Background: an optimization exercise with open tools, aiming at small area, a short achievable clock period and few clock cycles per item. Do not read the settings as production practice. Function was checked by simulation only, so behaviour that the tests miss may differ from the original.

==> build 24 <==
// geofence
module geofence ( clk,reset,X,Y,R,valid,is_inside);
input clk;
input reset;
input [9:0] X;
input [9:0] Y;
input [10:0] R;
output valid;
output is_inside;
reg [5:0] cyc;
reg valid_r, isin_r;
reg [1:0] opm;    
reg       npm;    
reg [2:0] npa, npb;
reg [2:0] nrot;   
reg [1:0] sq;     
reg       rh;     
reg       ce;     
reg [2:0] ci, cj;
reg       acc;    
localparam LAST = 6'd47;
always @(*) begin
    opm = 2'd0; sq = 2'd0; rh = 1'b0; ce = 1'b0; ci = 3'd0; cj = 3'd0; acc = 1'b0;
    npm = 1'b0; npa = 3'd0; npb = 3'd0; nrot = 3'd0;
    case (cyc)
    6'd0: begin opm = 2'd0; sq = 2'd0; rh = 1'b0; ce = 1'b0; ci = 3'd0; cj = 3'd0; acc = 1'b0; npm = 1'b0; npa = 3'd0; npb = 3'd0; nrot = 3'd1; end
    6'd1: begin opm = 2'd0; sq = 2'd0; rh = 1'b0; ce = 1'b0; ci = 3'd0; cj = 3'd0; acc = 1'b0; npm = 1'b0; npa = 3'd0; npb = 3'd0; nrot = 3'd2; end
    6'd2: begin opm = 2'd0; sq = 2'd0; rh = 1'b0; ce = 1'b0; ci = 3'd0; cj = 3'd0; acc = 1'b0; npm = 1'b0; npa = 3'd1; npb = 3'd2; nrot = 3'd3; end
    6'd3: begin opm = 2'd0; sq = 2'd0; rh = 1'b0; ce = 1'b0; ci = 3'd0; cj = 3'd0; acc = 1'b0; npm = 1'b0; npa = 3'd1; npb = 3'd3; nrot = 3'd4; end
    6'd4: begin opm = 2'd0; sq = 2'd0; rh = 1'b0; ce = 1'b0; ci = 3'd0; cj = 3'd0; acc = 1'b0; npm = 1'b0; npa = 3'd2; npb = 3'd3; nrot = 3'd5; end
    6'd5: begin opm = 2'd0; sq = 2'd0; rh = 1'b0; ce = 1'b1; ci = 3'd1; cj = 3'd2; acc = 1'b0; npm = 1'b0; npa = 3'd1; npb = 3'd4; nrot = 3'd0; end
    6'd6: begin opm = 2'd0; sq = 2'd0; rh = 1'b0; ce = 1'b1; ci = 3'd1; cj = 3'd3; acc = 1'b0; npm = 1'b0; npa = 3'd2; npb = 3'd4; nrot = 3'd1; end
    6'd7: begin opm = 2'd0; sq = 2'd0; rh = 1'b0; ce = 1'b1; ci = 3'd2; cj = 3'd3; acc = 1'b0; npm = 1'b0; npa = 3'd3; npb = 3'd4; nrot = 3'd2; end
    6'd8: begin opm = 2'd0; sq = 2'd0; rh = 1'b0; ce = 1'b1; ci = 3'd1; cj = 3'd4; acc = 1'b0; npm = 1'b0; npa = 3'd1; npb = 3'd5; nrot = 3'd3; end
  ...
export LEC_CHECK = 0
export ABC_CLOCK_PERIOD_IN_PS = 6000
export CAP_MARGIN = 20
export CORE_MARGIN = 2
export CORE_UTILIZATION = 40
export SLEW_MARGIN = 20
create_clock -name core_clock -period 22.0 [get_ports {clk}]
standard.sh (not shown) runs the stock make flow with config.mk's settings and CLKGATE_MAP_FILE= SYNTH_SCRIPT=/design/flow/synth_recipe.tcl, a recipe that flattens the netlist after the stock synthesis.
==> flow/flow/run.sh <==
#!/bin/bash
# The standard layout (the standard.sh, unchanged synthesis and steps),
# with repair_timing asked for 17 ns of extra setup slack so that it works
# on the paths that set the achieved period. Same clock and constraints.
set -euo pipefail
bash standard.sh SETUP_SLACK_MARGIN=17 finish > flow_make.log 2>&1
==> build 7 (differences from build 24) <==
--- a/flow/design.v
+++ b/flow/design.v
@@ -221,13 +221,13 @@
         u4p = xb;  u4q = x0;
     end
     2'd1: begin  
         u1p = xa;  u1q = xb;
         u2p = xa;  u2q = xb;
         u3p = ya;  u3q = yb;
-        u4p = yb;  u4q = ya;
+        u4p = ya;  u4q = yb;
     end
     2'd2: begin  
         u1p = s_h; u1q = 12'd0;
         u2p = s_h; u2q = rah;
         u3p = s_h; u3q = rbh;
         u4p = s_h; u4q = a_h;
@@ -256,13 +256,14 @@
     p1 <= o1 * o2;
     p2 <= o3 * o4;
     gp1 <= g1;
     gp2 <= g2;
 end
 wire p2gt = p2 > p1;
-wire ccw = gp2 ? (gp1 ? p2gt : 1'b1) : (gp1 ? 1'b0 : !p2gt);
+wire p2lt = p2 < p1;
+wire ccw = gp2 ? (gp1 ? p2gt : 1'b1) : (gp1 ? 1'b0 : p2lt);
 always @(*) begin
     for (m = 1; m < 6; m = m + 1) begin
         if (cyc == 6'd0)
             rankn[m] = 3'd0;
         else if (ce && ((ccw && cj == m) || (!ccw && ci == m)))
             rankn[m] = rank[m] + 3'd1;
@@ -280,18 +281,22 @@
     2'd0: sqi = p1 + p2;
     2'd1: sqi = p1;
     default: sqi = vh;
     endcase
 end
 geofence_sqrt #(.CUT(12'b0001_0010_0100)) U_SQ (.clk(clk), .a(sqi), .root(sqo));
-reg  [26:0] dacc;
-wire [26:0] dadd = {2'b00, p1, 1'b0} + (gp2 ? {3'b000, p2} : ~{3'b000, p2}) + {26'd0, ~gp2};
-wire [26:0] dnew = dacc + dadd;
-always @(posedge clk) begin
-    if (cyc == 6'd0)
-        dacc <= 27'd0;
-    else if (acc)
-        dacc <= dnew;
+reg [25:0] tacc;
+reg [25:0] sacc;
+wire [25:0] tnew = tacc + p1;
+wire [25:0] snew = gp2 ? sacc - p2 : sacc + p2;
+always @(posedge clk) begin
+    if (cyc == 6'd0) begin
+        tacc <= 26'd0;
+        sacc <= 26'd0;
+    end else if (acc) begin
+        tacc <= tnew;
+        sacc <= snew;
+    end
     if (cyc == LAST - 6'd1)
-        isin_r <= dnew[26] || (dnew == 27'd0);
+        isin_r <= !snew[25] && ({tnew, 1'b0} <= {1'b0, snew});
 end
 endmodule
==> flow/flow/run.sh (replaced) <==
#!/bin/bash
# The standard layout (the standard.sh, unchanged synthesis and steps),
# with repair_timing asked for 16.5 ns of extra setup slack so that it works
# on the paths that set the achieved period. Same clock and constraints.
set -euo pipefail
bash standard.sh SETUP_SLACK_MARGIN=16.5 finish > flow_make.log 2>&1
==> impl_results.md <==
* RD Place Congestion at 0.891
* Status: complete, no violations
* Complex-gate fraction of the synthesized area at 0.167
* R2R Setup Slk at 16.53 ns
* Adder-cell area share of the yosys netlist at 0.243
* # diodes at 0
* Horiz. Die Dim at 316 µm
* CP arrival at 1.16 ns
Source of the figures above: build 24

==> impl_results.md <==
* Horiz. Die Dim at 324 µm
* Setup violations, final at 0
* Vias at 34000
* Initial Utilization at 0.403
* RD Place Congestion at 0.931
* # diodes at 1
* Vias per cell at 5.45
* Complex-gate fraction of the synthesized area at 0.180
* Largest area contributor in the netlist: dfxtp_1
* Status: complete, no violations
* R2R Setup Slk at 16.49 ns
* Buffers outside the clock class at 172
Source of the figures above: build 7

Testbench counts of build 24, summed over its fixed seeds: cycles 115,192, objects 2,400.
Testbench counts of build 7, summed over its fixed seeds: cycles 115,192, objects 2,400.

## afterwards: timing with drivers on the ports
The results above use ideal ports. As a check the final layouts listed here were re-extracted and re-timed, cells and wires unchanged.
Step 1 (the two cells are an assumption about what drives the block):
set clk [get_ports {clk}]
set_driving_cell -lib_cell sky130_fd_sc_hd__clkbuf_16 $clk
set_driving_cell -lib_cell sky130_fd_sc_hd__buf_2 [delete_from_list [all_inputs] $clk]
Step 2 times the ports against the registers' clock, not the clock port: input delays grow and output delays shrink by t, the midpoint of the rising clock arrivals with the driver on.
a / b / c = ideal / step 1 / step 2; a / b = the first two.
run | t, ns | slack for setup (ns) | worst setup path after step 2 | slew at the worst register clock pin (ns)
build 24 | 0.724 | 16.445 / 16.381 / 16.527 | register to register | 0.07 / 0.07
build 7 | 0.734 | 16.403 / 16.338 / 16.494 | register to register | 0.07 / 0.07
After both steps every run listed still meets setup and hold.
